Context: an optimization exercise on an open-source flow, tuned for small area and a short achievable clock period. The choices shown serve that exercise and are no tape-out recipe. In this exercise RTL edits were held to simulation tests only and were not proved equivalent to the original.

`flow/config.mk`:
```
export PLATFORM = sky130hd
export DESIGN_NAME = resize_datapath
export DESIGN_NICKNAME = resize_datapath
export VERILOG_FILES = /design/flow/design.v
export SDC_FILE = /design/flow/constraint.sdc
export NUM_CORES = 4
export LEC_CHECK = 0
export CAP_MARGIN = 20
export CORE_MARGIN = 2
export CORE_UTILIZATION = 40
export PLACE_DENSITY = 0.6
export SLEW_MARGIN = 20
```
`flow/constraint.sdc`:
```
create_clock -name core_clock -period 25.0 [get_ports {clk}]
set_input_delay 5.0000 -clock core_clock [delete_from_list [all_inputs] [get_ports {clk}]]
set_output_delay 5.0000 -clock core_clock [all_outputs]
set_load 0.01 [all_outputs]
```
`flow/run.sh`:
```
#!/bin/bash
# synth_recipe.tcl (not shown) runs the flow's synth.tcl, then flattens the netlist and writes it again
# the make line also repeats each setting of config.mk as NAME=value (left out here)
make -C /OpenROAD-flow-scripts/flow DESIGN_CONFIG=/design/flow/config.mk WORK_HOME=/design/flow/orfs CLKGATE_MAP_FILE= SYNTH_SCRIPT=/design/flow/synth_recipe.tcl finish
```
`flow/design.v`:
```
module float_larger (
  a, b, isLarger
);
  input [15:0] a, b;
  output isLarger;
  wire isEqualSign, isSign, isEx, isEqualEx, isMan;
  assign isEqualSign = a[15] ~^ b[15];
  assign isSign = ~a[15] & b[15];
  assign isEx   = a[14:10] > b[14:10];
  assign isEqualEx   = a[14:10] == b[14:10];
  assign isMan = a[9:0] > b[9:0];
  assign isLarger = isSign | (isEqualSign & (isEx | (isEqualEx & isMan)));
endmodule
module add_float (
  a, b, c
);
  input wire [15:0] a;
  input wire [15:0] b;
  output wire [15:0] c;
  wire [11:0] temp_mantisa_a1, temp_mantisa_b1, temp_mantisa_a2, temp_mantisa_b2, sum;
  wire [4:0] exponent;
  wire aIsLarger;
  float_larger fl (.a(a), .b(b), .isLarger(aIsLarger));
  assign temp_mantisa_a1 = a[9:0] | 11'h400;
  assign temp_mantisa_b1 = b[9:0] | 11'h400;
  assign temp_mantisa_a2 = aIsLarger ? temp_mantisa_a1 : temp_mantisa_a1 >> (b[14:10] - a[14:10]);
  assign temp_mantisa_b2 = ~aIsLarger ? temp_mantisa_b1 : temp_mantisa_b1 >> (a[14:10] - b[14:10]);
  assign sum = (a[15] ? (~temp_mantisa_a2 + 1) : temp_mantisa_a2) + (b[15] ? (~temp_mantisa_b2 + 1) : temp_mantisa_b2);
  assign exponent = sum[11] ? -1 :
                    sum[10] ? 4'd0 :
                    sum[9] ? 4'd1 :
                    sum[8] ? 4'd2 :
                    sum[7] ? 4'd3 :
                    sum[6] ? 4'd4 :
                    sum[5] ? 4'd5 :
                    sum[4] ? 4'd6 :
                    sum[3] ? 4'd7 :
                    sum[2] ? 4'd8 :
                    sum[1] ? 4'd9 : 
                    sum[0] ? 4'd10 : 4'd11;
  assign c[15] = aIsLarger ? a[15] : b[15];
  assign c[14:10] = exponent == 4'd11 ? 0 : ((aIsLarger ? a[14:10] : b[14:10]) - exponent);
  assign c[9:0]  = sum << exponent;
endmodule
module sub_float(
  a, b, c
);
  input wire [15:0] a, b;
  output wire [15:0] c;
  wire [15:0] n_b;
  assign n_b[15] = 1;
  assign n_b[14:0] = b[14:0];
  add_float a1(.a(a), .b(n_b), .c(c));
endmodule
module Multiply (a, b, result);
  input [15:0] a, b;
  output [15:0] result;
  wire [10:0] c1, c2;
  wire [21:0] temp, temp1;
  wire [15:0] re, fb;
  wire [4:0] ex;
  assign re[15] = a[15] ^ b[15];
  assign c1[10] = 1;
  assign c1[9:0] = a[9:0];
  assign c2[10] = 1;
  assign c2[9:0] = b[9:0];
  assign temp = c1 * c2;
  assign ex = temp[21] ? 5'h1f:  
              temp[20] ? 5'd0:
              temp[19] ? 5'd1:
              temp[18] ? 5'd2:
              temp[17] ? 5'd3:
              temp[16] ? 5'd4:
              temp[15] ? 5'd5:
              temp[14] ? 5'd6:
              temp[13] ? 5'd7:
              temp[12] ? 5'd8:
              temp[11] ? 5'd9:
              temp[10] ? 5'd10:
              temp[9] ? 5'd11:
              temp[8] ? 5'd12:
              temp[7] ? 5'd13:
              temp[6] ? 5'd14:
              temp[5] ? 5'd15:
              temp[4] ? 5'd16:
              temp[3] ? 5'd17:
              temp[2] ? 5'd18:
              temp[1] ? 5'd19: 5'd20;
  assign temp1 = temp << (ex == 5'h1f ? 1: (ex + 2));
  assign re[9:0] = temp1[21:12];
  assign re[14:10] = a[14:10] + b[14:10] - 5'd15 - ex;
  assign result = (a == 0 || b == 0) ? 0:re;
endmodule
module resize_datapath (
  clk,
  reset_n,
  enable,
  data_in1,
  data_in2,
  scale, 
  data_out
);
  input wire [15:0] data_in1, data_in2, scale;
  input wire clk, reset_n, enable;
  output reg [15:0] data_out;
  wire [15:0] fsum, fproduct1, fproduct2, sub_scale;
  Multiply  m1(.a(data_in2), .b(scale), .result(fproduct1));
  sub_float sf (.a(16'h3C00), .b(scale), .c(sub_scale));           
  Multiply  m2(.a(data_in1), .b(sub_scale), .result(fproduct2));
  add_float af (.a(fproduct1), .b(fproduct2), .c(fsum));           
  always @(posedge clk or negedge reset_n) begin
      if (~reset_n) begin
          data_out <= 0;
      end
      else begin
        if (enable) begin
          data_out = fsum;
        end
      end
  end
endmodule
```
==> results.sh <==
export IMPL_status="timing/DRC/antenna clean"
export IMPL_place_ws_ps=391
export IMPL_hold_end="data_out[11]"
export IMPL_worst_slew_pin_slew_ps=907
export IMPL_r2r_cells=5
export IMPL_whs_path_depth=1
export IMPL_h_tree_depth=1
export IMPL_initial_core_util_pct=40.6
export IMPL_synth_top_flop_cell="dfrtp_1"
export IMPL_clk_latency_ps=240
export IMPL_numCtsBuffers=3
export IMPL_ys_types=141
export IMPL_cp_required_ps=25130
export IMPL_pin_count=67
export IMPL_drt_iter0_markers=1961
export IMPL_wirelength_mm=64.4
export IMPL_synth_seq_cells=16
export IMPL_top_register="data_out"
export IMPL_avgViaCountPerCell=6.15
export IMPL_start_kind="primary input"
export IMPL_via_count=19541
export IMPL_cts_sinks=16
export IMPL_fmax_mhz=42.5
export IMPL_critPathKind="primary input to register"
export IMPL_tns_ps=0
export IMPL_cp_end_kind="register"
export IMPL_core_um2=47800
export IMPL_worst_slack_ps=1450
export IMPL_syn_area_um2=19400
export IMPL_crit_top_cell="fa_1"
export IMPL_fillers=4877
export IMPL_finClkSkew_ps=0
export IMPL_syn_nets=2974
export IMPL_hold_start="data_out[11]"
export IMPL_overflow=0
export IMPL_grt_pass1_wl_mm=105
export IMPL_wl_per_cell_um=20.3
export IMPL_fp_dieH_um=224
export IMPL_seq_area_frac_synth_pct=2.06
export IMPL_tritoncts="done"
export IMPL_cp_depth=79
export IMPL_hold_viol_final=0
export IMPL_worstReg2RegStart="data_out[7]"
export IMPL_final_cell_mix="inv_1 (299), nand2_1 (220), nor2_1 (190)"
export IMPL_setup_violations=0
export IMPL_worst_hold_slack_ps=491
export IMPL_area_growth_pct=6.54
export IMPL_gp_congestion=0.973
export IMPL_root_buffer="clkbuf_16"
export IMPL_cts_buffer_depth=2
export IMPL_postSynthCellCount=2582
export IMPL_dieWidth_um=224
export IMPL_grt_max_degree=46
export IMPL_synth_warning_count=1
export IMPL_antenna_found_initial=0
export IMPL_crit_buf_inv=11
export IMPL_fin_nets=2954
export IMPL_port_buffers=66
export IMPL_arrival_ps=23680
export IMPL_synth_edff_count=0
export IMPL_critPathMaxStageDelay_ps=620
export IMPL_async_reset_ff_share_pct=100
export IMPL_crit_fanout=15
export IMPL_fin_crit_sh_pct=94.2
export IMPL_syn_avg_cell_area_um2=7.53
export IMPL_drv_cap=0
export IMPL_largest_reg_flops=16
export IMPL_grt_usage_pct=25.4
export IMPL_num_rows=80
export IMPL_reg_top3="data_out (16)"
export IMPL_antenna_left=0
export IMPL_clkTransAtPathRegs_ps=50
export IMPL_grt_setup_unrepaired="no"
export IMPL_layout_min_cycle_time_ps=23550
export IMPL_r2r_setup_slack_ps=23760
export IMPL_firstDrtPassIters=8
export IMPL_reg2reg_to="data_out[7]"
export IMPL_drc=0
export IMPL_dp_hpwl_mm=52.3
export IMPL_grt_pass1_vias=19105
export IMPL_crit_family="compound AO/OA/AOI/OAI gates"
export IMPL_design_die_area_um2=50400
export IMPL_slew_viol_final=0
export IMPL_drive_gt1_share_pct=7.54
export IMPL_hold_path_class="register to register"
export IMPL_slew_headroom_pct=39.5
export IMPL_critPathSlowestCell="clkdlybuf4s50_1"
export IMPL_layout_commonest_cell="inv_1"
-- cells in the mapped netlist (38+ instances only) --
master | count | area share (%)
a21oi_1 | 145 | 3.7
inv_1 | 299 | 5.8
o211ai_1 | 38 | 1.5
and2_1 | 157 | 5.1
mux2i_1 | 39 | 2.0
xnor2_1 | 56 | 2.5
fa_1 | 174 | 18
nor3_1 | 69 | 1.8
o21ai_0 | 108 | 2.8
nor2_1 | 197 | 3.8
ha_1 | 167 | 11
clkbuf_1 | 82 | 1.6
nand2_1 | 220 | 4.2
nand3_1 | 63 | 1.6
-- per-layer routing --
layer	vias to the layer above	track usage (%)	part of all wire [%]
met1	9511	36.0	46
met2	793	41.8	46
met3	106	2.25	6.2
li1	9131	-	-
met4	0	5.55	2.4
met5	-	0	0
-- worst max path at each step --
stage                         start           end  slack, ps
after floorplan           scale[10]  data_out[14]       2670
after global placement    scale[10]  data_out[14]        910
after detailed placement   scale[1]  data_out[14]        390
after CTS                  scale[1]  data_out[14]        600
after global routing       scale[3]  data_out[14]         20
final                      scale[3]  data_out[14]       1450
-- kinds of logic (layout without fill, tap and decap cells) --
| logic type | Yosys count | count (layout) | synth area share, % |
|---|---|---|---|
| simple gates | 903 | 903 | 23.9 |
| compound gates | 711 | 711 | 27.1 |
| buf+inv | 450 | 429 | 9.69 |
| fa+ha+maj | 342 | 342 | 28.7 |
| xor+xnor | 95 | 95 | 4.60 |
| mux | 65 | 65 | 3.93 |
| flops | 16 | 16 | 2.06 |
| other cells | 0 | 1 | 0 |
-- metrics by stage --
step	utilization (%)	instances	instance area [um2]
6_report	43.3	3177	20700
3_3_place_gp	42.9	3167	20500
3_5_place_dp	42.9	3167	20500
2_1_floorplan	-	2582	19400
5_1_grt	43.3	3176	20700
4_1_cts	43.1	3171	20600
-- timing repair --
action,in CTS,in global routing
resized for setup,0,25
endpoints found under the setup margin,0,15
setup buffers,0,5
hold buffers,0,0
-- cell type report --
class | count | area [um2] | area share [%]
diodes | 1 | 2.50 | 0.0121
well taps | 615 | 769 | 3.71
inverters | 307 | 1150 | 5.56
flip-flops and latches | 16 | 400 | 1.93
clock buffers | 4 | 88.8 | 0.429
repair buffers | 118 | 1070 | 5.15
multi-input cells | 2116 | 17200 | 83.2

-- static timing again, ports no longer ideal --
How much do the figures lean on ideal ports? The routed layout below was timed once more, with nothing changed but the port constraints. Step 1 (the two cells are an assumption about what drives the block):
set clk [get_ports {clk}]
set_driving_cell -lib_cell sky130_fd_sc_hd__clkbuf_16 $clk
set_driving_cell -lib_cell sky130_fd_sc_hd__buf_2 [delete_from_list [all_inputs] $clk]
Step 2 also shifts input and output timing later by t, the mid clock arrival at the registers, as if the neighbouring blocks saw the same clock. Three values: ideal, step 1, step 2; two values: the first two.
t, ns: 0.273
slack for setup (ns): 1.453 / 1.460 / 1.187
hold WS [ns]: 0.491 / 0.491 / 0.491
worst setup path at the end: input to register
latest minus earliest clock arrival (ns): 0.002 / 0.002
After both steps setup and hold are still met in this run. For this run, drivers alone change the setup slack by +0.007 ns; drivers and shift together by -0.266 ns.
